This design comes from an exercise in tuning for small area on the open sky130 flow, not from production work. Only simulation tests tie the RTL to the original design; equivalence was not proved. No activity file was given, so power comes from the tool's default toggle rates.

==> design/flow/design.v <==
module ahb_ic (
  input  wire          hclk,
  input  wire          hresetn,
  input  wire [127:0]  hmaster_m,
  input  wire [7:0]    htrans_m,
  input  wire [127:0]  haddr_m,
  input  wire [11:0]   hsize_m,
  input  wire [127:0]  hwdata_m,
  input  wire [3:0]    hwrite_m,
  output reg  [127:0]  hrdata_m,
  output reg  [3:0]    hready_m,
  output reg  [3:0]    hresp_m,
  output reg  [2:0]    hsel_s,
  output reg  [50:0]   haddr_lo_s,     
  output reg  [95:0]   hmaster_s,
  output reg  [8:0]    hsize_s,
  output reg  [2:0]    hwrite_s,
  output reg  [95:0]   hwdata_s,
  input  wire [95:0]   hrdata_s,
  input  wire [2:0]    hready_s,
  input  wire [2:0]    hresp_s
);
  function automatic in_win(input integer s, input [31:0] a);
    case (s)
      0:       in_win = (a[31:16] == 16'h0000);
      1:       in_win = (a[31:17] == 15'h1000);
      default: in_win = (a[31:16] == 16'h4002);
    endcase
  endfunction
  reg  [11:0] lat;        
  reg  [11:0] dsel;       
  reg  [11:0] sel;        
  reg  [11:0] req;
  reg  [67:0] h_addr;     
  reg  [15:0] h_mid;      
  reg  [11:0] h_size;     
  reg  [3:0]  h_write;
  reg  [3:0]  any_lat;
  reg  [67:0]  e_addr;
  reg  [127:0] e_mid;
  reg  [11:0]  e_size;
  reg  [3:0]   e_write;
  integer s, m;
  reg hpm;
  always @* begin
    for (m = 0; m < 4; m = m + 1) begin
      any_lat[m] = 1'b0;
      if (m != 0)
        any_lat[m] = lat[m] | lat[4+m] | lat[8+m];
      hready_m[m] = ~any_lat[m];
      for (s = 0; s < 3; s = s + 1)
        if (dsel[s*4+m] & ~hready_s[s]) hready_m[m] = 1'b0;
      if (m != 0 && any_lat[m]) begin
        e_addr[m*17 +: 17] = h_addr[m*17 +: 17];
        e_mid[m*32 +: 32]  = {28'b0, h_mid[m*4 +: 4]};
        e_size[m*3 +: 3]   = h_size[m*3 +: 3];
        e_write[m]         = h_write[m];
      end
      else begin
        e_addr[m*17 +: 17] = haddr_m[m*32 +: 17];
        e_mid[m*32 +: 32]  = hmaster_m[m*32 +: 32];
        e_size[m*3 +: 3]   = hsize_m[m*3 +: 3];
        e_write[m]         = hwrite_m[m];
      end
    end
    for (s = 0; s < 3; s = s + 1) begin
      hpm = 1'b0;
      for (m = 0; m < 4; m = m + 1) begin
        if (m == 0)
          req[s*4+m] = in_win(s, haddr_m[m*32 +: 32]) & htrans_m[m*2+1];
        else
          req[s*4+m] = lat[s*4+m] | (in_win(s, haddr_m[m*32 +: 32]) & htrans_m[m*2+1] & hready_m[m]);
        sel[s*4+m] = req[s*4+m] & ~hpm & hready_s[s];
        hpm = hpm | sel[s*4+m];
      end
    end
    for (s = 0; s < 3; s = s + 1) begin
      hsel_s[s]               = 1'b0;
      haddr_lo_s[s*17 +: 17]  = 17'b0;
      hmaster_s[s*32 +: 32]   = 32'b0;
      hsize_s[s*3 +: 3]       = 3'b0;
      hwrite_s[s]             = 1'b0;
      hwdata_s[s*32 +: 32]    = 32'b0;
      for (m = 0; m < 4; m = m + 1) begin
        hsel_s[s]              = hsel_s[s]              | sel[s*4+m];
        haddr_lo_s[s*17 +: 17] = haddr_lo_s[s*17 +: 17] | ({17{sel[s*4+m]}} & e_addr[m*17 +: 17]);
        hmaster_s[s*32 +: 32]  = hmaster_s[s*32 +: 32]  | ({32{sel[s*4+m]}} & e_mid[m*32 +: 32]);
        hsize_s[s*3 +: 3]      = hsize_s[s*3 +: 3]      | ({3{sel[s*4+m]}}  & e_size[m*3 +: 3]);
        hwrite_s[s]            = hwrite_s[s]            | (sel[s*4+m] & e_write[m]);
        hwdata_s[s*32 +: 32]   = hwdata_s[s*32 +: 32]   | ({32{dsel[s*4+m]}} & hwdata_m[m*32 +: 32]);
      end
      if (s != 1) haddr_lo_s[s*17+16] = 1'b0;
    end
    for (m = 0; m < 4; m = m + 1) begin
      hrdata_m[m*32 +: 32] = 32'b0;
      hresp_m[m]           = 1'b0;
      for (s = 0; s < 3; s = s + 1) begin
        hrdata_m[m*32 +: 32] = hrdata_m[m*32 +: 32] | ({32{dsel[s*4+m]}} & hrdata_s[s*32 +: 32]);
        hresp_m[m]           = hresp_m[m] | (dsel[s*4+m] & hresp_s[s]);
      end
    end
  end
  integer rs, rm;
  always @(posedge hclk or negedge hresetn) begin
    if (hresetn == 1'b0) begin
      lat  <= 12'b0;
      dsel <= 12'b0;
    end
    else begin
      for (rs = 0; rs < 3; rs = rs + 1)
        for (rm = 0; rm < 4; rm = rm + 1) begin
          lat[rs*4+rm] <= (rm != 0) & req[rs*4+rm] & ~sel[rs*4+rm];
          dsel[rs*4+rm] <= sel[rs*4+rm] | (dsel[rs*4+rm] & ~hready_s[rs]);
        end
    end
  end
  always @(posedge hclk) begin
    for (rm = 1; rm < 4; rm = rm + 1)
      if (hready_m[rm]) begin
        h_addr[rm*17 +: 17] <= haddr_m[rm*32 +: 17];
        h_mid[rm*4 +: 4]    <= hmaster_m[rm*32 +: 4];
        h_size[rm*3 +: 3]   <= hsize_m[rm*3 +: 3];
        h_write[rm]         <= hwrite_m[rm];
      end
  end
endmodule
module transmonitor #(
  parameter [31:0] BASE  = 32'h2000_0000,
  parameter        ABITS = 17)
 (
  input   wire        hclk,
  input   wire        hresetn,
  input   wire [31:0] hmaster_m,
  input   wire        hsel_m,
  input   wire [16:0] haddr_lo_m,
  input   wire [2:0]  hsize_m,
  input   wire [31:0] hwdata_m,
  input   wire        hwrite_m,
  output  wire        hready_m,
  output  wire        hresp_m,
  output wire        hsel_s,
  output wire [31:0] haddr_s,
  output wire [31:0] hmaster_s,
  output wire [ 2:0] hsize_s,
  output wire [31:0] hwdata_s,
  output wire        hwrite_s,
  input  wire        hready_s,
  input  wire        hresp_s,
  input   wire [63:0] apumid,
  input   wire [63:0] apuaddr,
  input   wire [63:0] apumask,
  input   wire [63:0] apuperm,
  input   wire [63:0] dpumid,
  input   wire [63:0] dpuaddr,
  input   wire [63:0] dpudata,
  input   wire [63:0] dpumask,
  input   wire [63:0] dpuamask
);
  reg              hready_loc;
  reg              hresp_loc;
  reg [31:0]       hmaster_m_d;
  reg [ABITS-1:0]  haddr_m_d;
  reg [2:0]        hsize_m_d;
  wire dpu_check_d = ~hready_loc & ~hresp_loc;
  wire [31:0] haddr_full   = BASE | haddr_lo_m[ABITS-1:0];
  wire [31:0] haddr_full_d = BASE | haddr_m_d;
  assign hready_m = hready_s & hready_loc;
  assign hresp_m  = hresp_s  | hresp_loc;
  function automatic le32(input [31:0] x, input [31:0] b);
    integer k;
    reg e;
    begin
      e = 1'b1;
      for (k = 0; k < 32; k = k + 1)
        e = (~x[k] & b[k]) | (~x[k] & e) | (b[k] & e);
      le32 = e;
    end
  endfunction
  wire priv = ~|hmaster_m[31:1];
  reg  apu_hit;
  reg  dpu_hit;
  integer i;
  always @* begin
    apu_hit = 1'b0;
    for (i = 0; i < 2; i = i + 1)
      if ((apumid[i*32 +: 32] == hmaster_m) &&
          le32(haddr_full, apuaddr[i*32 +: 32] | apumask[i*32 +: 32]) &&
          le32(apuaddr[i*32 +: 32] & ~apumask[i*32 +: 32], haddr_full) &&
          (hwrite_m ? apuperm[i*32+1] : apuperm[i*32]))
        apu_hit = 1'b1;
    dpu_hit = 1'b0;
    for (i = 0; i < 2; i = i + 1)
      if ((dpumid[i*32 +: 32] == hmaster_m_d) &&
          ((hwdata_m & ~dpumask[i*32 +: 32]) == dpudata[i*32 +: 32]) &&
          le32(haddr_full_d, dpuaddr[i*32 +: 32] | dpuamask[i*32 +: 32]) &&
          le32(dpuaddr[i*32 +: 32] & ~dpuamask[i*32 +: 32], haddr_full_d))
        dpu_hit = 1'b1;
  end
  wire apu_err   = hsel_m & ~priv & ~apu_hit;
  wire dpu_check = hsel_m & ~priv & apu_hit & hwrite_m;
  wire pass      = hsel_m & (priv | (apu_hit & ~hwrite_m));
  wire dpu_err   = dpu_check_d & dpu_hit;
  wire dpu_pass  = dpu_check_d & ~dpu_hit;
  assign hsel_s    = pass | dpu_pass;
  assign haddr_s   = ({32{pass}} & haddr_full) | ({32{dpu_pass}} & haddr_full_d);
  assign hmaster_s = ({32{pass}} & hmaster_m)  | ({32{dpu_pass}} & hmaster_m_d);
  assign hsize_s   = ({3{pass}}  & hsize_m)    | ({3{dpu_pass}}  & hsize_m_d);
  assign hwrite_s  = (pass & hwrite_m) | dpu_pass;
  assign hwdata_s  = hwdata_m & {32{~apu_err & ~dpu_check & hready_m & ~hresp_m}};
  always @(posedge hclk or negedge hresetn) begin
    if (hresetn == 1'b0) begin
      hready_loc <= 1'b1;
      hresp_loc  <= 1'b0;
    end
    else if (apu_err | dpu_err) begin
      hready_loc <= 1'b0;
      hresp_loc  <= 1'b1;
    end
    else if (dpu_check) begin
      hready_loc <= 1'b0;
      hresp_loc  <= 1'b0;
    end
    else begin
      hready_loc <= 1'b1;
      hresp_loc  <= hresp_loc & ~hready_loc;
    end
  end
  always @(posedge hclk) begin
    hmaster_m_d <= hmaster_m;
    haddr_m_d   <= haddr_lo_m[ABITS-1:0];
    hsize_m_d   <= hsize_m;
  end
endmodule
module ahb_ic_wrap (
  input  wire           hclk,
  input  wire [127:0]   hmaster_m,
  input  wire [7:0]     htrans_m,
  input  wire [15:0]    hprot_m,
  input  wire [127:0]   haddr_m,
  input  wire [11:0]    hsize_m,
  input  wire [127:0]   hwdata_m,
  input  wire [3:0]     hwrite_m,
  output wire [127:0]   hrdata_m,
  output wire [3:0]     hready_m,
  output wire [3:0]     hresp_m,
  output wire [2:0]     hsel_s,
  output wire [95:0]    haddr_s,
  output wire [95:0]    hmaster_s,
  output wire [8:0]     hsize_s,
  output wire [2:0]     hwrite_s,
  output wire [95:0]    hwdata_s,
  input  wire [95:0]    hrdata_s,
  input  wire [2:0]     hready_s,
  input  wire [2:0]     hresp_s,
  input  wire [127:0]   apumid,
  input  wire [127:0]   apuaddr,
  input  wire [127:0]   apumask,
  input  wire [127:0]   apuperm,
  input  wire [127:0]   dpumid,
  input  wire [127:0]   dpuaddr,
  input  wire [127:0]   dpudata,
  input  wire [127:0]   dpumask,
  input  wire [127:0]   dpuamask,
  input  wire           hresetn
);
wire [2:0]   hsel_x;
wire [50:0]  haddr_lo_x;
wire [95:0]  hmaster_x;
wire [8:0]   hsize_x;
wire [2:0]   hwrite_x;
wire [95:0]  hwdata_x;
wire [2:0]   hready_x;
wire [2:0]   hresp_x;
ahb_ic u_ahb_ic_inst (
  .hclk       (hclk),
  .hresetn    (hresetn),
  .hmaster_m  (hmaster_m),
  .htrans_m   (htrans_m),
  .haddr_m    (haddr_m),
  .hsize_m    (hsize_m),
  .hwdata_m   (hwdata_m),
  .hwrite_m   (hwrite_m),
  .hrdata_m   (hrdata_m),
  .hready_m   (hready_m),
  .hresp_m    (hresp_m),
  .hsel_s     (hsel_x),
  .haddr_lo_s (haddr_lo_x),
  .hmaster_s  (hmaster_x),
  .hsize_s    (hsize_x),
  .hwrite_s   (hwrite_x),
  .hwdata_s   (hwdata_x),
  .hrdata_s   (hrdata_s),
  .hready_s   (hready_x),
  .hresp_s    (hresp_x)
);
assign hsel_s[0]          = hsel_x[0];
assign haddr_s[0 +: 32]   = {16'b0, haddr_lo_x[0 +: 16]};
assign hmaster_s[0 +: 32] = hmaster_x[0 +: 32];
assign hsize_s[0 +: 3]    = hsize_x[0 +: 3];
assign hwrite_s[0]        = hwrite_x[0];
assign hwdata_s[0 +: 32]  = hwdata_x[0 +: 32];
assign hready_x[0]        = hready_s[0];
assign hresp_x[0]         = hresp_s[0];
genvar s;
generate
  for (s = 1; s < 3; s = s + 1) begin : g_mon
    transmonitor #(
      .BASE  (s == 1 ? 32'h2000_0000 : 32'h4002_0000),
      .ABITS (s == 1 ? 17 : 16)
    ) u_transmonitor_inst (
      .hclk       (hclk),
      .hresetn    (hresetn),
      .hmaster_m  (hmaster_x[s*32 +: 32]),
      .hsel_m     (hsel_x[s]),
      .haddr_lo_m (haddr_lo_x[s*17 +: 17]),
      .hsize_m    (hsize_x[s*3 +: 3]),
      .hwdata_m   (hwdata_x[s*32 +: 32]),
      .hwrite_m   (hwrite_x[s]),
      .hready_m   (hready_x[s]),
      .hresp_m    (hresp_x[s]),
      .hsel_s     (hsel_s[s]),
      .haddr_s    (haddr_s[s*32 +: 32]),
      .hmaster_s  (hmaster_s[s*32 +: 32]),
      .hsize_s    (hsize_s[s*3 +: 3]),
      .hwdata_s   (hwdata_s[s*32 +: 32]),
      .hwrite_s   (hwrite_s[s]),
      .hready_s   (hready_s[s]),
      .hresp_s    (hresp_s[s]),
      .apumid     (apumid  [(s-1)*64 +: 64]),
      .apuaddr    (apuaddr [(s-1)*64 +: 64]),
      .apumask    (apumask [(s-1)*64 +: 64]),
      .apuperm    (apuperm [(s-1)*64 +: 64]),
      .dpumid     (dpumid  [(s-1)*64 +: 64]),
      .dpuaddr    (dpuaddr [(s-1)*64 +: 64]),
      .dpudata    (dpudata [(s-1)*64 +: 64]),
      .dpumask    (dpumask [(s-1)*64 +: 64]),
      .dpuamask   (dpuamask[(s-1)*64 +: 64])
    );
  end
endgenerate
endmodule
==> design/flow/flow/run.sh <==
#!/bin/bash
# Own layout flow:
#  1. the standard synthesis (bash standard.sh synth);
#  2. its combinational logic re-mapped for area with Yosys/ABC (reabc.tcl), once per script in
#     abc/, keeping the smallest result; every register keeps its instance name and cell type;
#  3. the standard layout from there on, with 1x buffers (buf_1) on the ports and pins one
#     routing track apart (so the die can be small), and no wider-spaced routing rule on the
#     clock net, whose pin has other pins one track away; clock tree sinks clustered by 8 and
#     no dummy loads; cells on paths with slack downsized after global routing (RECOVER_POWER).
# Each tool's output goes to a log of its own in the work folder.
set -euo pipefail
W=$(pwd)
R=$W/orfs/results/$FLOW_PLATFORM/ahb_ic_wrap/base
YOSYS=yosys
[[ -x $FLOW_HOME/../tools/install/yosys/bin/yosys ]] && YOSYS=$FLOW_HOME/../tools/install/yosys/bin/yosys

bash standard.sh synth > $W/1_synth_standard.log 2>&1

cp $R/1_2_yosys.v $W/1_2_yosys_standard.v
export REABC_LIB=$FLOW_HOME/platforms/$FLOW_PLATFORM/lib/sky130_fd_sc_hd__tt_025C_1v80.lib
export REABC_IN=$W/1_2_yosys_standard.v
# one re-mapping per ABC script in flow/abc, in parallel; the smallest is kept
for s in $W/flow/abc/*.abc; do
  n=$(basename $s .abc)
  REABC_SCRIPT=$s REABC_OUT=$W/1_2_reabc_$n.v REABC_STAT=$W/1_2_reabc_$n.stat \
  DONT_USE_CELLS="sky130_fd_sc_hd__probe_p_8 sky130_fd_sc_hd__probec_p_8 sky130_fd_sc_hd__lpflow_*" \
    $YOSYS -c $W/flow/reabc.tcl > $W/1_2_reabc_$n.log 2>&1 &
done
wait
best=""; best_area=""
for s in $W/flow/abc/*.abc; do
  n=$(basename $s .abc)
  a=$(awk '/Chip area for top module/ {print $NF}' $W/1_2_reabc_$n.stat 2>/dev/null || true)
  [[ -n "$a" && -s $W/1_2_reabc_$n.v ]] || continue
  echo "$n $a" >> $W/1_2_reabc_areas.txt
  if [[ -z "$best" ]] || awk -v a=$a -v b=$best_area 'BEGIN {exit !(a < b)}'; then best=$n; best_area=$a; fi
done
[[ -n "$best" ]]
echo "kept $best $best_area" >> $W/1_2_reabc_areas.txt
cp $W/1_2_reabc_$best.v $R/1_2_yosys.v

bash standard.sh "BUFFER_PORTS_ARGS=-buffer_cell sky130_fd_sc_hd__buf_1" \
  "PLACE_PINS_ARGS=-min_distance 1 -min_distance_in_tracks" \
  "CTS_ARGS=-sink_clustering_enable -repair_clock_nets -buf_list sky130_fd_sc_hd__clkbuf_4 -apply_ndr none -sink_clustering_size 8 -sink_clustering_max_diameter 50 -dont_use_dummy_load" \
  RECOVER_POWER=100 finish > $W/2_finish.log 2>&1
==> design/flow/flow/abc/s1.abc <==
&get -n
&st
&syn2
&dch
&nf -R 1000
&st
&syn2
&dch
&nf -R 1000
&put
==> design/flow/flow/abc/s2.abc <==
&get -n
&st
&syn2
&dch
&nf -R 1000
&st
&syn2
&dch
&nf -R 1000
&st
&syn2
&dch
&nf -R 1000
&st
&syn2
&dch
&nf -R 1000
&put
==> design/flow/flow/abc/s3.abc <==
&get -n
&st
&syn2
&dch
&nf -R 1000
&put
mfs2 -W 4
&get -n
&st
&syn2
&dch
&nf -R 1000
&st
&syn2
&dch
&nf -R 1000
&put
==> design/flow/flow/abc/s4.abc <==
&get -n
&st
&syn2
&dch
&nf -R 1000
&put
mfs2 -W 6 -M 5000
&get -n
&st
&syn2
&dch
&nf -R 1000
&st
&syn2
&dch
&nf -R 1000
&put
==> design/flow/flow/abc/s5.abc <==
&get -n
&st
&syn2
&dch
&nf -R 1000
&put
mfs2 -W 10 -M 10000
&get -n
&st
&syn2
&dch
&nf -R 1000
&st
&syn2
&dch
&nf -R 1000
&put
==> design/flow/flow/abc/s6.abc <==
&get -n
&st
&syn2
&synch2
&dch
&nf -R 1000
&st
&syn2
&synch2
&dch
&nf -R 1000
&st
&syn2
&synch2
&dch
&nf -R 1000
&put
==> design/flow/flow/abc/s7.abc <==
&get -n
&st
&syn2
&dch
&nf -R 1000
&put
mfs2 -W 6 -M 5000
&get -n
&st
&syn2
&dch
&nf -R 1000
&put
mfs2 -W 6 -M 5000
&get -n
&st
&syn2
&dch
&nf -R 1000
&st
&syn2
&dch
&nf -R 1000
&put
==> design/flow/flow/reabc.tcl <==
# Re-map the combinational logic of the standard synthesis for area. Registers (their instance
# names and cell types) are kept exactly as the standard synthesis made them.
yosys -import
set lib $::env(REABC_LIB)
read_liberty -ignore_miss_func $lib
read_verilog $::env(REABC_IN)
hierarchy -top $::env(FLOW_TOP)
setattr -mod -set keep_hierarchy 1 sky130_fd_sc_hd__df* sky130_fd_sc_hd__edf* sky130_fd_sc_hd__sdf* sky130_fd_sc_hd__dl*
flatten
opt_clean
set dont_use {}
foreach c $::env(DONT_USE_CELLS) { lappend dont_use -dont_use $c }
abc -script $::env(REABC_SCRIPT) -liberty $lib {*}$dont_use
setundef -zero
splitnets
opt_clean -purge
hilomap -singleton -hicell sky130_fd_sc_hd__conb_1 HI -locell sky130_fd_sc_hd__conb_1 LO
insbuf -buf sky130_fd_sc_hd__buf_4 A X
# left out here: clean up, hide names made inside functions
tee -o $::env(REABC_STAT) stat -liberty $lib
select -module $::env(FLOW_TOP)
write_verilog -noattr -nohex -nodec -selected $::env(REABC_OUT)
==> design/flow/standard.sh <==
#!/bin/bash
# synth_recipe.tcl (not shown) runs the flow's synth.tcl, then flattens the netlist and writes it again
# the make line also repeats each setting of config.mk as NAME=value (left out here)
make -C /OpenROAD-flow-scripts/flow DESIGN_CONFIG=/design/flow/config.mk WORK_HOME=/design/flow/orfs CLKGATE_MAP_FILE= SYNTH_SCRIPT=/design/flow/synth_recipe.tcl "${@:-finish}"
==> design/flow/config.mk <==
export PLATFORM = sky130hd
export DESIGN_NAME = ahb_ic_wrap
export DESIGN_NICKNAME = ahb_ic_wrap
export VERILOG_FILES = /design/flow/design.v
export SDC_FILE = /design/flow/constraint.sdc
export NUM_CORES = 8
export LEC_CHECK = 0
export CAP_MARGIN = 20
export CORE_AREA = 10 10 470 470
export DIE_AREA = 0 0 480 480
export SLEW_MARGIN = 20
==> design/flow/constraint.sdc <==
create_clock -name core_clock -period 20.0 [get_ports {hclk}]
set_input_delay 4.0000 -clock core_clock [delete_from_list [all_inputs] [get_ports {hclk}]]
set_output_delay 4.0000 -clock core_clock [all_outputs]
set_load 0.01 [all_outputs]
==> results of run 1 <==
## final timing paths
check,to,slack (ns),depth (start not counted)
max,haddr_s[77],1.71,26
min in group asynchronous,u_ahb_ic_inst.lat[2],3.61,1
min,u_ahb_ic_inst.dsel[9],0.53,2
max in group asynchronous,asynchronous set/reset pin,14.97,1
max reg2reg,g_mon[1].u_transmonitor_inst.hready_loc,9.85,25
min reg2reg,u_ahb_ic_inst.dsel[9],0.53,2
## metrics by stage
stage / worst slack, ns / total power, mW / cells / utilization (%)
floorplan: 1.76 / 0.547 / 3604 / -
global placement: 3.43 / 0.748 / 8472 / 17.9
detailed placement: 3.35 / 0.748 / 8473 / 18.0
CTS: 3.32 / 1.07 / 8524 / 18.1
global route: 1.31 / 1.12 / 8677 / 18.2
finish: 1.71 / 1.06 / 8746 / 18.3
## power by group through the flow
stage               logic [mW]  registers, mW  clock network, mW
finish                   0.310          0.438              0.316
global route             0.335          0.439              0.345
CTS                      0.303          0.438              0.334
detailed placement       0.301          0.447                  0
global placement         0.301          0.447                  0
floorplan                0.100          0.447                  0
## routing by layer
metal  GRT usage, %  vias to the layer above  part of all wire [%]
li1               -                    18600                     -
met1           28.0                    21200                    35
met2           39.2                     3911                    44
met3           7.83                     1260                    10
met4           21.9                       72                    10
met5          0.186                        -                  0.14
## worst min-delay path: stages (launching register included)
cell and delay, ns:
dfrtp_2 0.37, nand2_1 0.07, nand2_1 0.06
## area by class of cell
| type | instances | area, um2 |
|---|---|---|
| Antenna cell | 219 | 548 |
| Clock buffer | 51 | 383 |
| Fill cell | 24800 | 172000 |
| Inverter | 378 | 1420 |
| Multi-Input combinational cell | 2976 | 19100 |
| Sequential cell | 203 | 4960 |
| Tap cell | 2805 | 3510 |
| Timing Repair Buffer | 2114 | 8400 |
## cells in the final DEF (no fill, tap or decap), drive strengths merged, types with 117 or more instances in the layout
cell    instances
a222oi        285
buf          1981
clkbuf        184
clkinv        377
diode         219
nand2         347
nor2          455
nor4          124
o21ai         318
o22ai         117
## state kept, by name, summed over array words and instances (netlist names), named ones only
signal,flops
g_mon.u_transmonitor_inst.hready_loc,2
g_mon.u_transmonitor_inst.haddr_m_d,33
u_ahb_ic_inst.h_addr,51
g_mon.u_transmonitor_inst.hmaster_m_d,64
u_ahb_ic_inst.lat,9
g_mon.u_transmonitor_inst.hresp_loc,2
u_ahb_ic_inst.h_size,9
u_ahb_ic_inst.dsel,11
u_ahb_ic_inst.h_write,3
g_mon.u_transmonitor_inst.hsize_m_d,6
u_ahb_ic_inst.h_mid,12
==> key figures, run 1 <==
STA
  – Endpoints failing hold: 0
  – Setup TNS Final: 0 ns
  – Final hold slack: 0.530 ns
  – Post-route minimum period: 18.29 ns
  – Fmax: 54.7 MHz
  – Final period utilization: just over 90%
  – Max-slew violation count: 253
  – Worst-margin pin slew: about 3.1 ns
  – Setup violators final: 0
  – Unrepaired setup endpoints after global routing: false
  – Clock Skews: between 0.15 and 0.2 ns
  – Worst rel slew slack: -107%

Synthesis
  – Ys Warns: 3
  – Syn Area/Cell: 7.10 um2
  – Mapped Cells: 3561
  – Synthesized area: 25300 um2

Route
  – Detailed Route WL: ~320 mm
  – First DRT Iteration DRCs: 7226
  – Detailed-route DRC error count: 0
  – Detail Route Antenna Nets: 0
  – Vias per std cell: 5.15
  – DR WL/cell: 36.4 um
  – Initial DRT Pass Iterations: 17
  – Via count: 45100

Clock tree
  – Clock slew at reported path FFs: roughly 0.05 ns
  – CTS Buf Count: 51
  – CTS root buffer: clkbuf_4
  – Post-CTS setup buffers: 0
  – Resized cells post-CTS: 0
  – H-tree levels: 2
  – CTS tree: done
  – Clock Path Buffers: 3
  – CTS Sinks: roughly 200
  – Clk Latency, worst-skew pair: slightly below 1 ns
  – Post-CTS Hold Buffers: 0

Floorplanning
  – DIE WIDTH: 480 um
  – Initial Utilization: 12.0%
  – Row cnt: 168
  – Core area: 210000 um2
  – Die area: 230000 um2
  – # IOs: 2119
  – Die span in y: around 480 um

Critical path
  – CP peak stage delay: 0.88 ns
  – Startpoint Class: input port
  – Critical path's most frequent cell: nand2_1
  – FF-to-FF Start: g_mon[2].u_transmonitor_inst.hready_loc
  – Critical path class: input port to output port
  – Critical Path Sink Type: output port
  – Critical path origin: hready_s[2]
  – WP buf/inv: 6
  – Crit path DAT: 14.29 ns
  – Required time worst endpoint: 16.00 ns
  – Max FO, Critical Path: 52
  – Critical-path cell with the highest stage delay: clkbuf_1
  – Cell family with most CP delay: simple AND/OR/NAND/NOR gates

Global routing
  – GRT Resource Usage Total: 25.3%
  – Vias in the first global route: 42500
  – Congestion Overflow GR: 0
  – First-pass GRT wire length: between 400 and 500 mm
  – Initial antenna violation count: 250
  – Largest net degree at the start of global routing: 68

Cells and area
  – Ratio of cells with drive above 1 in the final layout: under 10%
  – Nets: 7404
  – Area Growth Syn to Fin: 51.6%
  – Final instance area: roughly 38000 um2

Pwr
  – Cell internal pwr: roughly 0.67 mW
  – Flop pwr share: 41.2%
  – Sw frac: 37.1%
  – Psw: 0.395 mW
  – Logic gate share of total power: 29.2%
  – Clock share of power: 29.7%
  – Cell Pwr Density: 27.8 nW/um2
  – Pleak: about 12 nW
  – VDD IR-drop max: 0.0000347 V

Placement
  – Post-DP Area: around 38000 um2
  – Port Buffers: 1934
  – Placer Congestion: roughly 1.1
  – Final HPWL DP: 270 mm

Status
  – Status: finished with violations
  – Failing Checks: capacitance limit, slew limit

Hold path
  – Min-delay src: u_ahb_ic_inst.dsel[9]
  – Hold/Removal Path Class: flip-flop to flip-flop

Flow run
  – Maxcap violations: 15
==> run 2, diff against run 1 <==
--- a/design/flow/flow/run.sh
+++ b/design/flow/flow/run.sh
@@ -7,4 +7,4 @@
 #     routing track apart (so the die can be small), and no wider-spaced routing rule on the
-#     clock net, whose pin has other pins one track away; clock tree sinks clustered by 8 and
-#     no dummy loads; cells on paths with slack downsized after global routing (RECOVER_POWER).
+#     clock net, whose pin has other pins one track away; clock tree sinks clustered by 6 and
+#     no dummy loads.
 # Each tool's output goes to a log of its own in the work folder.
@@ -41,5 +41,31 @@
 
-bash standard.sh "BUFFER_PORTS_ARGS=-buffer_cell sky130_fd_sc_hd__buf_1" \
+# the platform's don't-use cells, and buffers above 2x drive (other than the clock tree's
+# clkbuf_4) and delay buffers, so repairs use small buffers
+DONT_USE="sky130_fd_sc_hd__probe_p_8 sky130_fd_sc_hd__probec_p_8\
+  sky130_fd_sc_hd__lpflow_bleeder_1 sky130_fd_sc_hd__lpflow_clkbufkapwr_1\
+  sky130_fd_sc_hd__lpflow_clkbufkapwr_16 sky130_fd_sc_hd__lpflow_clkbufkapwr_2\
+  sky130_fd_sc_hd__lpflow_clkbufkapwr_4 sky130_fd_sc_hd__lpflow_clkbufkapwr_8\
+  sky130_fd_sc_hd__lpflow_clkinvkapwr_1 sky130_fd_sc_hd__lpflow_clkinvkapwr_16\
+  sky130_fd_sc_hd__lpflow_clkinvkapwr_2 sky130_fd_sc_hd__lpflow_clkinvkapwr_4\
+  sky130_fd_sc_hd__lpflow_clkinvkapwr_8 sky130_fd_sc_hd__lpflow_decapkapwr_12\
+  sky130_fd_sc_hd__lpflow_decapkapwr_3 sky130_fd_sc_hd__lpflow_decapkapwr_4\
+  sky130_fd_sc_hd__lpflow_decapkapwr_6 sky130_fd_sc_hd__lpflow_decapkapwr_8\
+  sky130_fd_sc_hd__lpflow_inputiso0n_1 sky130_fd_sc_hd__lpflow_inputiso0p_1\
+  sky130_fd_sc_hd__lpflow_inputiso1n_1 sky130_fd_sc_hd__lpflow_inputiso1p_1\
+  sky130_fd_sc_hd__lpflow_inputisolatch_1 sky130_fd_sc_hd__lpflow_isobufsrc_1\
+  sky130_fd_sc_hd__lpflow_isobufsrc_16 sky130_fd_sc_hd__lpflow_isobufsrc_2\
+  sky130_fd_sc_hd__lpflow_isobufsrc_4 sky130_fd_sc_hd__lpflow_isobufsrc_8\
+  sky130_fd_sc_hd__lpflow_isobufsrckapwr_16 sky130_fd_sc_hd__lpflow_lsbuf_lh_hl_isowell_tap_1\
+  sky130_fd_sc_hd__lpflow_lsbuf_lh_hl_isowell_tap_2\
+  sky130_fd_sc_hd__lpflow_lsbuf_lh_hl_isowell_tap_4 sky130_fd_sc_hd__lpflow_lsbuf_lh_isowell_4\
+  sky130_fd_sc_hd__lpflow_lsbuf_lh_isowell_tap_1 sky130_fd_sc_hd__lpflow_lsbuf_lh_isowell_tap_2\
+  sky130_fd_sc_hd__lpflow_lsbuf_lh_isowell_tap_4 sky130_fd_sc_hd__buf_4 sky130_fd_sc_hd__buf_6\
+  sky130_fd_sc_hd__buf_8 sky130_fd_sc_hd__buf_12 sky130_fd_sc_hd__buf_16\
+  sky130_fd_sc_hd__bufbuf_8 sky130_fd_sc_hd__bufbuf_16 sky130_fd_sc_hd__clkbuf_8\
+  sky130_fd_sc_hd__clkbuf_16 sky130_fd_sc_hd__clkdlybuf4s15_1 sky130_fd_sc_hd__clkdlybuf4s15_2\
+  sky130_fd_sc_hd__clkdlybuf4s18_1 sky130_fd_sc_hd__clkdlybuf4s18_2\
+  sky130_fd_sc_hd__clkdlybuf4s25_1 sky130_fd_sc_hd__clkdlybuf4s25_2\
+  sky130_fd_sc_hd__clkdlybuf4s50_1 sky130_fd_sc_hd__clkdlybuf4s50_2"
+bash standard.sh "BUFFER_PORTS_ARGS=-buffer_cell sky130_fd_sc_hd__buf_1" "DONT_USE_CELLS=$DONT_USE" \
   "PLACE_PINS_ARGS=-min_distance 1 -min_distance_in_tracks" \
-  "CTS_ARGS=-sink_clustering_enable -repair_clock_nets -buf_list sky130_fd_sc_hd__clkbuf_4 -apply_ndr none -sink_clustering_size 8 -sink_clustering_max_diameter 50 -dont_use_dummy_load" \
-  RECOVER_POWER=100 finish > $W/2_finish.log 2>&1
+  "CTS_ARGS=-sink_clustering_enable -repair_clock_nets -buf_list sky130_fd_sc_hd__clkbuf_4 -apply_ndr none -sink_clustering_size 6 -sink_clustering_max_diameter 40 -dont_use_dummy_load" finish > $W/2_finish.log 2>&1
--- a/design/flow/config.mk
+++ b/design/flow/config.mk
@@ -8,4 +8,4 @@
 export CAP_MARGIN = 20
-export CORE_AREA = 10 10 470 470
-export DIE_AREA = 0 0 480 480
+export CORE_AREA = 10 10 390 390
+export DIE_AREA = 0 0 400 400
 export SLEW_MARGIN = 20
==> run 2 against run 1 <==
Against the previous run:
- the run now fails in global routing (5_1_grt)
- synthesized area did not move
- synthesized cell count stayed put
==> key figures, run 2 <==
Status
  – Status: did not finish
  – Fail Step: global routing (5_1_grt)
  – Error: [ERROR GRT-0116] Global routing finished with congestion. Check the congestion regions in the DRC Viewer.

Floorplanning
  – # IOs: 2119
  – Die span in y: 400 um
  – Initial Utilization: 17.6%
  – Row cnt: about 140
  – DIE WIDTH: 400 um

Clock tree
  – Post-CTS Hold Buffers: 0
  – Post-CTS setup buffers: 0
  – Clock Path Buffers: 3
  – CTS root buffer: clkbuf_4
  – Resized cells post-CTS: 0
  – CTS Buf Count: 52
  – H-tree levels: 2

Placement
  – Port Buffers: 1934
  – Final HPWL DP: 264 mm
  – Placer Congestion: 1.21
  – Pre-CTS setup slack: 2.54 ns
  – Placed insts: 7617
  – Post-DP Area: roughly 36000 um2

Synthesis
  – Ys Warns: 3
  – Syn Area/Cell: slightly above 7 um2
  – Synthesized area: approximately 25000 um2
  – Mapped Cells: around 3600

Global routing
  – Vias in the first global route: 45400
  – First-pass GRT wire length: 412 mm
  – GRT Resource Usage Total: a little under two fifths
  – Largest net degree at the start of global routing: 27
  – Congestion Overflow GR: 12
run 2: how the worst min path moves through the flow:
| stage | startpoint | end | slack [ns] |
|---|---|---|---|
| after global placement | u_ahb_ic_inst.dsel[4] | u_ahb_ic_inst.dsel[4] | 0.49 |
| after CTS | u_ahb_ic_inst.dsel[4] | u_ahb_ic_inst.dsel[4] | 0.51 |
| after detailed placement | u_ahb_ic_inst.dsel[4] | u_ahb_ic_inst.dsel[4] | 0.50 |
| after floorplan | g_mon[1].u_transmonitor_inst.hready_loc | g_mon[1].u_transmonitor_inst.hresp_loc | 0.49 |
run 2: routing by layer:
layer  GRT overflow  global-route usage (%)
met1              0                    40.4
met2             10                    53.5
met3              0                    18.5
met4              2                    33.5
met5              0                    6.11
run 2: power by group through the flow:
stage | Sequential [mW] | Combinational (mW) | Clock (mW)
after floorplan | 0.447 | 0.100 | 0
after global placement | 0.447 | 0.288 | 0
after detailed placement | 0.447 | 0.293 | 0
after CTS | 0.438 | 0.295 | 0.325
==> run 3, diff against run 2 <==
--- a/design/flow/config.mk
+++ b/design/flow/config.mk
@@ -8,4 +8,4 @@
 export CAP_MARGIN = 20
-export CORE_AREA = 10 10 390 390
-export DIE_AREA = 0 0 400 400
+export CORE_AREA = 10 10 470 470
+export DIE_AREA = 0 0 480 480
 export SLEW_MARGIN = 20
==> run 3 against run 2 <==
Against the previous run:
- synthesized area is the same
- synthesized cell count did not move
- now clean on timing, DRC and antenna
==> key figures, run 3 <==
Critical path
  – Required time worst endpoint: ~16 ns
  – Flop2flop setup slack: 11.01 ns
  – Startpoint Class: input port
  – Worst R2R Path Depth: 23
  – Max FO, Critical Path: 21
  – Critical Path Sink Type: output port
  – FF-to-FF Start: g_mon[1].u_transmonitor_inst.hready_loc
  – Critical path class: input port to output port
  – Crit path DAT: 13.77 ns
  – FF-to-FF End: g_mon[1].u_transmonitor_inst.hready_loc

Cells and area
  – Largest regs: g_mon.u_transmonitor_inst.hmaster_m_d x64, u_ahb_ic_inst.h_addr x51, g_mon.u_transmonitor_inst.haddr_m_d x33
  – Ratio of cells with drive above 1 in the final layout: 3.71%
  – Area Growth Syn to Fin: 51.9%
  – Multi-input gate area: 19200 um2
  – Max reg flops: 64
  – Commonest non-fill, non-tap cells in the layout: 2144 x buf_1, 442 x nor2_1, 377 x clkinv_1, 347 x nand2_1, 305 x o21ai_0
  – Most common cell after layout, fill and taps aside: buf_1
  – FF/Latch Area: between 4000 and 5000 um2
  – Fillers: 24700
  – Nets: between 7000 and 8000
  – Final cell count without fillers: 8837
  – Biggest register: g_mon.u_transmonitor_inst.hmaster_m_d

Route
  – Via count: 45500
  – Vias per std cell: roughly 5.1
  – Initial DRT Pass Iterations: 15
  – Detail Route Antenna Nets: 0
  – Detailed Route WL: 318 mm
  – First DRT Iteration DRCs: 7598
  – Detailed-route DRC error count: 0
  – DR WL/cell: between 30 and 40 um

Floorplanning
  – # IOs: 2119
  – Die area: 230000 um2
  – Die span in y: 480 um
  – Core area: 210000 um2
  – Row cnt: 168
  – Initial Utilization: 12.0%
  – DIE WIDTH: 480 um

Synthesis
  – Mapped Cells: 3561
  – Ys Warns: 3
  – Syn Area/Cell: 7.10 um2
  – Synthesized area: 25300 um2

Placement
  – Port Buffers: between 1500 and 2000
  – Final HPWL DP: roughly 280 mm
  – Placer Congestion: 1.12
  – Placed insts: 8566

Global routing
  – First-pass GRT wire length: 404 mm
  – Vias in the first global route: 42900
  – Congestion Overflow GR: 0
  – Initial antenna violation count: 241
  – Largest net degree at the start of global routing: 27
  – GRT Resource Usage Total: ~25%

Clock tree
  – H-tree levels: 2
  – Post-CTS setup buffers: 0
  – Clk Latency, worst-skew pair: 0.94 ns
  – CTS Sinks: 203
  – Resized cells post-CTS: 0
  – Post-CTS Hold Buffers: 0
  – CTS Buf Count: 58
  – CTS tree: done
  – CTS root buffer: clkbuf_4
  – Clock Path Buffers: 3
  – Clock slew at reported path FFs: around 0.080 ns

Hold path
  – Min-Delay Endpoint: g_mon[1].u_transmonitor_inst.hready_loc
  – Min-delay src: g_mon[1].u_transmonitor_inst.hready_loc
  – Hold Path Depth: 2
  – Hold/Removal Path Class: flip-flop to flip-flop

STA
  – Endpoints failing hold: 0
  – Post-route minimum period: between 15 and 20 ns
  – Unrepaired setup endpoints after global routing: false
  – Final period utilization: between 80 and 90%
  – Final hold slack: between 0.5 and 0.6 ns
  – Fmax: 56.3 MHz
  – Setup TNS Final: 0 ns
  – Worst rel slew slack: about 12%
  – Setup violators final: 0
  – Worst-margin pin slew: 1.32 ns
  – Clock Skews: 0.119 ns
  – Max-slew violation count: 0

Flow run
  – Maxcap violations: 0

Status
  – Status: complete, no violations

Pwr
  – VDD IR-drop max: 0.0000309 V
  – Pleak: 12.0 nW
  – Cell Pwr Density: 28.3 nW/um2
==> run 3: report_power, final <==
part / switching [mW] / internal (mW)
sequential: 0.00195 / 0.436
combinational: 0.195 / 0.120
clock: 0.206 / 0.129
==> run 3: cell type report <==
type / instances / share of cell area (%)
antenna: 210 / 1.37
tap: 2805 / 9.13
timing repair buffer: 2207 / 21.8
clock buffer: 58 / 1.13
inverter: 378 / 3.69
sequential: 203 / 12.9
multi-input combinational: 2976 / 50.0
==> run 3: worst max path at each step <==
stage / cells after the start / slack [ns] / startpoint / to
after floorplan: 21 / 1.76 / haddr_m[24] / haddr_s[94]
after global placement: 26 / 2.15 / hready_s[1] / hwdata_s[42]
after detailed placement: 26 / 2.02 / hready_s[1] / hwdata_s[42]
after CTS: 26 / 1.97 / hready_s[1] / hwdata_s[42]
after global routing: 26 / 1.58 / hready_s[1] / hwdata_s[42]
final: 26 / 2.23 / hready_s[1] / hwdata_s[42]
==> run 3: per-stage QoR <==
step	instance area (um2)	utilization, %	worst slack [ns]	power, mW
finish	38400	18.3	2.23	1.09
global route	38300	18.2	1.58	1.14
CTS	37900	18.0	1.97	1.09
detailed placement	37400	17.8	2.02	0.751
global placement	37400	17.8	2.15	0.751
floorplan	25500	-	1.76	0.547
==> run 3: worst max-delay path: stages <==
cell	delay (ns)
buf_1	0.07
nand2_1	0.30
buf_1	0.39
nand2_1	0.14
and4_2	0.34
nand4_1	0.14
nor3_1	0.14
a21oi_1	0.52
nand3b_1	0.63
nor2_2	0.93
buf_1	0.56
a21boi_2	0.31
xnor2_1	0.20
a2111oi_1	0.82
o211ai_1	0.19
nor3_1	0.26
buf_1	0.33
o2111ai_1	0.17
a21oi_1	0.22
a32o_1	0.41
nor2b_2	0.83
nor2_4	0.13
or3_1	0.67
buf_1	0.50
nor2_1	0.27
buf_1	0.21
==> run 3: metal layers <==
layer | global-route usage, % | part of all wire, %
met1 | 28.1 | 35
met2 | 38.8 | 43
met3 | 8.57 | 11
met4 | 22.2 | 11
met5 | 1.45 | 0.15
==> run 4, diff against run 3 <==
--- a/design/flow/config.mk
+++ b/design/flow/config.mk
@@ -8,4 +8,4 @@
 export CAP_MARGIN = 20
-export CORE_AREA = 10 10 470 470
-export DIE_AREA = 0 0 480 480
+export CORE_AREA = 10 10 430 430
+export DIE_AREA = 0 0 440 440
 export SLEW_MARGIN = 20
==> run 4 against run 3 <==
Against the previous run:
- wire length increased by 3.1%
- setup slack improved by 0.66 ns
- final cell count decreased by 5.0%
- clock power about the same
- synthesized cell count unchanged
- combinational power about the same
- register-to-register slack improved by 0.36 ns
- sequential power about the same
- sequential cell count unchanged
- global-route usage increased by 6.0 points
- critical endpoint is now hwdata_s[39]
- largest power group unchanged
- highest routed layer unchanged
==> key figures, run 4 <==
Synthesis
  – Ys Warns: 3
  – Syn Area/Cell: 7.10 um2
  – Mapped Cells: 3561
  – Synthesized area: approximately 25000 um2

Route
  – Initial DRT Pass Iterations: 17
  – Met2 Wirelength: 142 mm
  – WL met1: roughly 110 mm
  – Uppermost routed layer: met5
  – First DRT Iteration DRCs: 7690
  – DR WL/cell: 39.1 um
  – Detail Route Antenna Nets: 0
  – Metal3 WL: between 30 and 40 mm
  – Detailed Route WL: 328 mm
  – Detailed-route DRC error count: 0
  – Vias per std cell: 5.50
  – Via count: approximately 46000

STA
  – Clock Skews: 0.135 ns
  – Unrepaired setup endpoints after global routing: false
  – Worst rel slew slack: between 10% and 20%
  – Fmax: 58.4 MHz
  – Worst Slack Setup Final: 2.88 ns
  – Post-route minimum period: 17.12 ns
  – Setup TNS Final: 0 ns
  – Final period utilization: 85.6%
  – Worst-margin pin slew: 1.29 ns
  – Setup violators final: 0
  – Max-slew violation count: 0
  – Endpoints failing hold: 0

Floorplanning
  – Row cnt: 154
  – # IOs: 2119
  – Initial Utilization: about 14%
  – Die span in y: 440 um
  – DIE WIDTH: roughly 440 um
  – Core area: 176000 um2
  – Die area: a little under 200000 um2

Cells and area
  – Most common cell after layout, fill and taps aside: buf_1
  – Area Growth Syn to Fin: 49.9%
  – Nets: 7464
  – Commonest non-fill, non-tap cells in the layout: 2104 x buf_1, 444 x nor2_1, 377 x clkinv_1, 347 x nand2_1, 303 x o21ai_0
  – Ratio of cells with drive above 1 in the final layout: ~3.9%
  – Max reg flops: 64
  – Biggest register: g_mon.u_transmonitor_inst.hmaster_m_d
  – Largest regs: g_mon.u_transmonitor_inst.hmaster_m_d x64, u_ahb_ic_inst.h_addr x51, g_mon.u_transmonitor_inst.haddr_m_d x33

Placement
  – Pre-CTS setup slack: 2.64 ns
  – Final HPWL DP: 283 mm
  – Port Buffers: about 1900
  – Placer Congestion: ~1.1

Critical path
  – Crit path DAT: 13.12 ns
  – Required time worst endpoint: around 16 ns
  – Flop2flop setup slack: 11.37 ns
  – Startpoint Class: input port
  – Max FO, Critical Path: 27
  – Critical-path cell with the highest stage delay: nand3b_1
  – Critical Path Sink Type: output port
  – CP Cell Sequence: buf_1 -> nand2b_1 -> and4_2 -> nand4_1 -> nor3_1 -> a21oi_1 -> nand3b_1 -> buf_2 -> nor2_1 -> a211oi_2 -> xor2_1 -> o221ai_1 -> a2111oi_0 -> nand3_1 -> nor4_1 -> o2111ai_1 -> a21oi_1 -> a32o_1 -> nor2b_2 -> nor2_4 -> or3_1 -> buf_2 -> nor2_1 -> buf_1
  – Critical path class: input port to output port
  – CP peak stage delay: about 0.79 ns

Clock tree
  – Clk Latency, worst-skew pair: 0.99 ns
  – Clock Path Buffers: 3
  – CTS Buf Count: 59
  – CTS root buffer: clkbuf_4
  – CTS tree: done
  – Post-CTS setup buffers: 0
  – Clock slew at reported path FFs: 0.07 ns
  – CTS Sinks: between 200 and 250
  – Post-CTS Hold Buffers: 0
  – H-tree levels: 2
  – Resized cells post-CTS: 0

Hold path
  – Hold/Removal Path Class: flip-flop to flip-flop

Status
  – Status: complete, no violations

Pwr
  – Clock share of power: between 30% and 40%
  – Pleak: 12.0 nW
  – VDD IR-drop max: 0.0000279 V
  – Flop pwr share: between 40% and 50%
  – Cell internal pwr: 0.687 mW
  – Sw frac: 36.9%
  – Logic gate share of total power: 28.9%
  – Psw: 0.402 mW
  – Cell Pwr Density: 28.7 nW/um2

Global routing
  – Congestion Overflow GR: 0
  – GRT Resource Usage Total: 31.4%
  – Initial antenna violation count: 303
  – First-pass GRT wire length: 416 mm
  – Vias in the first global route: 43100
  – Largest net degree at the start of global routing: 28

Flow run
  – Maxcap violations: 0
## run 4: worst paths after layout
| check | from | endpoint | cells past startpoint |
|---|---|---|---|
| setup / recovery | hready_s[0] | hwdata_s[39] | 24 |
| hold / removal | g_mon[1].u_transmonitor_inst.hready_loc | g_mon[1].u_transmonitor_inst.hresp_loc | 1 |
| setup reg to reg | u_ahb_ic_inst.lat[2] | g_mon[1].u_transmonitor_inst.hready_loc | 20 |
| hold reg to reg | g_mon[1].u_transmonitor_inst.hready_loc | g_mon[1].u_transmonitor_inst.hresp_loc | 1 |
| max in group asynchronous | hresetn | u_ahb_ic_inst.dsel[4] | 2 |
| min in group asynchronous | hresetn | g_mon[1].u_transmonitor_inst.hresp_loc | 1 |
## run 4: cell type report
type	count	area [um2]
Sequential cell	203	4990
Multi-Input combinational cell	2976	19200
Inverter	378	1420
Tap cell	2340	2930
Fill cell	20600	138000
Antenna cell	275	688
Clock buffer	59	443
Timing Repair Buffer	2166	8210
## run 4: routing by layer
metal | GRT usage, % | vias to the layer above
li1 | - | 18800
met2 | 48.0 | 4151
met3 | 12.3 | 1387
met4 | 29.2 | 74
met5 | 0.471 | -
met1 | 33.0 | 21700
## run 4: power groups by stage
stage / combinational [mW] / clock, mW / sequential (mW)
global placement: 0.298 / 0 / 0.447
detailed placement: 0.301 / 0 / 0.447
global route: 0.341 / 0.361 / 0.439
floorplan: 0.100 / 0 / 0.447
CTS: 0.303 / 0.349 / 0.438
finish: 0.315 / 0.336 / 0.438
## run 4: through the flow
stage / hold WS, ns / power [mW] / std cells / area, um2 / util (%)
floorplan: 0.492 / 0.547 / 3604 / 25500 / -
global placement: 0.514 / 0.745 / 8058 / 36700 / 20.9
detailed placement: 0.525 / 0.748 / 8060 / 36700 / 20.9
CTS: 0.542 / 1.09 / 8119 / 37200 / 21.2
global route: 0.566 / 1.14 / 8310 / 37700 / 21.4
finish: 0.537 / 1.09 / 8397 / 37900 / 21.6
## run 4: critical path, delay by kind of cell
kind	cells	cell delay (ns)
xor gates and xnor gates	1	0.20
buffers and inverters	4	1.67
and+or+nand+nor	12	4.93
AOI/OAI and AO/OA	7	2.24
==> run 5, diff against run 4 <==
--- a/design/flow/flow/run.sh
+++ b/design/flow/flow/run.sh
@@ -7,3 +7,3 @@
 #     routing track apart (so the die can be small), and no wider-spaced routing rule on the
-#     clock net, whose pin has other pins one track away; clock tree sinks clustered by 6 and
+#     clock net, whose pin has other pins one track away; clock tree sinks clustered by 8 and
 #     no dummy loads.
@@ -70,2 +70,2 @@
   "PLACE_PINS_ARGS=-min_distance 1 -min_distance_in_tracks" \
-  "CTS_ARGS=-sink_clustering_enable -repair_clock_nets -buf_list sky130_fd_sc_hd__clkbuf_4 -apply_ndr none -sink_clustering_size 6 -sink_clustering_max_diameter 40 -dont_use_dummy_load" finish > $W/2_finish.log 2>&1
+  "CTS_ARGS=-sink_clustering_enable -repair_clock_nets -buf_list sky130_fd_sc_hd__clkbuf_4 -apply_ndr none -sink_clustering_size 8 -sink_clustering_max_diameter 40 -dont_use_dummy_load" finish > $W/2_finish.log 2>&1
==> run 5 against run 4 <==
Against the previous run:
- die area is the same
- non-clock buffer count is the same
- first-iteration DRC count grew 1.3%
- synthesized area is the same
- wire length is essentially flat
- register-to-register slack lost 0.02 ns
- sequential power is essentially flat
- via count is essentially flat
- maximum frequency shrank 0.32%
- synthesized cell count is the same
- critical path type unchanged
- sequential cell count is the same
- still clean on timing, DRC and antenna
- combinational power is essentially flat
==> key figures, run 5 <==
Global routing
  – Vias in the first global route: 43000
  – GRT Resource Usage Total: 31.4%
  – Largest net degree at the start of global routing: 28
  – Initial antenna violation count: 317
  – Congestion Overflow GR: 0
  – First-pass GRT wire length: 416 mm

Synthesis
  – Syn Area/Cell: 7.10 um2
  – Synthesized area: 25300 um2
  – Ys Warns: 3
  – Mapped Cells: roughly 3600

Clock tree
  – CTS Buf Count: 57
  – CTS Sinks: between 200 and 250
  – Clk Latency, worst-skew pair: roughly 1.0 ns
  – H-tree levels: 2
  – Clock slew at reported path FFs: approximately 0.090 ns
  – Post-CTS setup buffers: 0
  – CTS tree: done
  – Resized cells post-CTS: 0
  – Post-CTS Hold Buffers: 0
  – CTS root buffer: clkbuf_4
  – Clock Path Buffers: 3

Cells and area
  – Ratio of cells with drive above 1 in the final layout: under 10%
  – Largest regs: g_mon.u_transmonitor_inst.hmaster_m_d x64, u_ahb_ic_inst.h_addr x51, g_mon.u_transmonitor_inst.haddr_m_d x33
  – Commonest non-fill, non-tap cells in the layout: 2104 x buf_1, 444 x nor2_1, 377 x clkinv_1, 347 x nand2_1, 303 x o21ai_0
  – Area Growth Syn to Fin: 49.8%
  – Final cell count without fillers: 8400
  – Max reg flops: 64
  – Biggest register: g_mon.u_transmonitor_inst.hmaster_m_d
  – Most common cell after layout, fill and taps aside: buf_1
  – Nets: 7462
  – Final instance area: 37900 um2

STA
  – Endpoints failing hold: 0
  – Post-route minimum period: 17.17 ns
  – Final period utilization: between 80% and 90%
  – Unrepaired setup endpoints after global routing: false
  – Setup TNS Final: 0 ns
  – Final hold slack: roughly 0.54 ns
  – Worst-margin pin slew: 1.26 ns
  – Worst Slack Setup Final: 2.83 ns
  – Clock Skews: 0.180 ns
  – Max-slew violation count: 0
  – Setup violators final: 0
  – Worst rel slew slack: 16.2%
  – Fmax: a little under 60 MHz

Route
  – Vias per std cell: 5.50
  – DR WL/cell: 39.0 um
  – Via count: 46200
  – Uppermost routed layer: met5
  – Met2 Wirelength: about 140 mm
  – Detailed Route WL: 328 mm
  – First DRT Iteration DRCs: 7789
  – WL met1: 109 mm
  – Metal3 WL: 38.8 mm
  – Detailed-route DRC error count: 0
  – Initial DRT Pass Iterations: 15
  – Detail Route Antenna Nets: 0

Placement
  – Placed insts: 8060
  – Pre-CTS setup slack: 2.64 ns
  – Final HPWL DP: between 200 and 300 mm
  – Port Buffers: 1934
  – Placer Congestion: between 1 and 1.5
  – Post-DP Area: 36700 um2

Floorplanning
  – DIE WIDTH: 440 um
  – Die span in y: 440 um
  – # IOs: 2119
  – Initial Utilization: 14.4%
  – Die area: 194000 um2
  – Row cnt: between 150 and 200
  – Core area: 176000 um2

Flow run
  – Maxcap violations: 0

Critical path
  – Critical path class: input port to output port
  – FF-to-FF End: g_mon[1].u_transmonitor_inst.hready_loc
  – Max FO, Critical Path: 27
  – Worst R2R Path Depth: 20
  – Required time worst endpoint: 16.00 ns
  – Crit path DAT: 13.17 ns
  – Critical Path Sink Type: output port
  – FF-to-FF Start: u_ahb_ic_inst.lat[2]
  – Flop2flop setup slack: 11.35 ns
  – Startpoint Class: input port

Pwr
  – VDD IR-drop max: 0.0000298 V
  – Pleak: 12.0 nW
  – Cell Pwr Density: 28.5 nW/um2

Hold path
  – Min-Delay Endpoint: g_mon[1].u_transmonitor_inst.hresp_loc
  – Hold Path Depth: 1
  – Min-delay src: g_mon[1].u_transmonitor_inst.hready_loc
  – Hold/Removal Path Class: flip-flop to flip-flop

Status
  – Status: complete, no violations
## run 5: cell count changes in the layout (fill, tap and decap cells not counted)
| cell | delta |
|---|---|
| clkbuf_2 | -1 |
| buf_2 | +1 |
| clkbuf_4 | -2 |
| a21boi_2 | +1 |
| diode_2 | +5 |
| a21boi_4 | -1 |
## run 5: worst max-delay path by stage
stage	startpoint	end	slack [ns]	cells past startpoint
after floorplan	haddr_m[24]	haddr_s[94]	1.76	21
after global placement	hready_s[0]	hwdata_s[45]	2.76	23
after detailed placement	hready_s[0]	hwdata_s[47]	2.64	24
after CTS	hready_s[0]	hwdata_s[47]	2.61	24
after global routing	hready_s[0]	hwdata_s[59]	2.34	24
final	hready_s[0]	hwdata_s[47]	2.83	24
## run 5: metal layers
layer	vias to the layer above	GRT usage [%]
met5	-	0.968
met4	72	29.7
met3	1358	12.5
met2	4096	47.5
met1	21900	33.0
li1	18800	-
## run 5: cell type report
| class | instances | area, um2 |
|---|---|---|
| tap | 2340 | 2930 |
| sequential | 203 | 4990 |
| timing repair buffer | 2166 | 8210 |
| antenna | 280 | 701 |
| multi-input combinational | 2976 | 19200 |
| fill | 20600 | 138000 |
| inverter | 378 | 1420 |
| clock buffer | 57 | 428 |
## run 5: metrics by stage
| stage | utilization, % | power (mW) |
|---|---|---|
| 2_1_floorplan | - | 0.547 |
| 3_5_place_dp | 20.9 | 0.748 |
| 6_report | 21.6 | 1.08 |
| 4_1_cts | 21.1 | 1.08 |
| 5_1_grt | 21.4 | 1.13 |
| 3_3_place_gp | 20.9 | 0.745 |
## run 5: power breakdown
part	total [mW]	switching, mW	leakage, nW	internal (mW)
clock	0.328	0.201	0.264	0.127
sequential	0.438	0.00196	1.94	0.436
combinational	0.314	0.195	9.81	0.119
## run 5: critical path: stages
cell and delay (ns):
buf_1 0.39, nand2b_1 0.20, and4_2 0.51, nand4_1 0.40
nor3_1 0.61, a21oi_1 0.30, nand3b_1 0.81, buf_2 0.69
nor2_1 0.13, a211oi_2 0.74, xor2_1 0.20, o221ai_1 0.13
a2111oi_0 0.41, nand3_1 0.22, nor4_1 0.34, o2111ai_1 0.16
a21oi_1 0.27, a32o_1 0.23, nor2b_2 0.58, nor2_4 0.30
or3_1 0.65, buf_2 0.41, nor2_1 0.20, buf_1 0.21

[what the ideal ports hide]
Ports are ideal in the flow. The routed layouts listed here were re-timed in OpenROAD. Step 1 (the two cells are an assumption about what drives the block):
set clk [get_ports {hclk}]
set_driving_cell -lib_cell sky130_fd_sc_hd__clkbuf_16 $clk
set_driving_cell -lib_cell sky130_fd_sc_hd__buf_2 [delete_from_list [all_inputs] $clk]
Step 2, shift: input delay + t, output delay - t, t = (earliest + latest rising clock arrival at the registers) / 2. This alone moves slack from input paths to output paths. Three values: ideal ports, drivers, drivers and shift; two values: the first two.
run | t (ns) | setup WS [ns] | worst hold slack (ns) | clock arrival spread, ns
run 1 | 0.948 | 1.706 / 1.562 / 1.562 | 0.530 / 0.530 / 0.530 | 0.214 / 0.214
run 3 | 0.946 | 2.226 / 2.171 / 2.171 | 0.552 / 0.552 / 0.552 | 0.123 / 0.123
run 4 | 0.991 | 2.882 / 2.613 / 2.613 | 0.537 / 0.537 / 0.537 | 0.138 / 0.138
run 5 | 0.994 | 2.828 / 2.554 / 2.554 | 0.541 / 0.541 / 0.541 | 0.188 / 0.188
The setup slack of run 5, which loses most, moves by -0.274 ns with the drivers and by -0.274 ns with both steps.
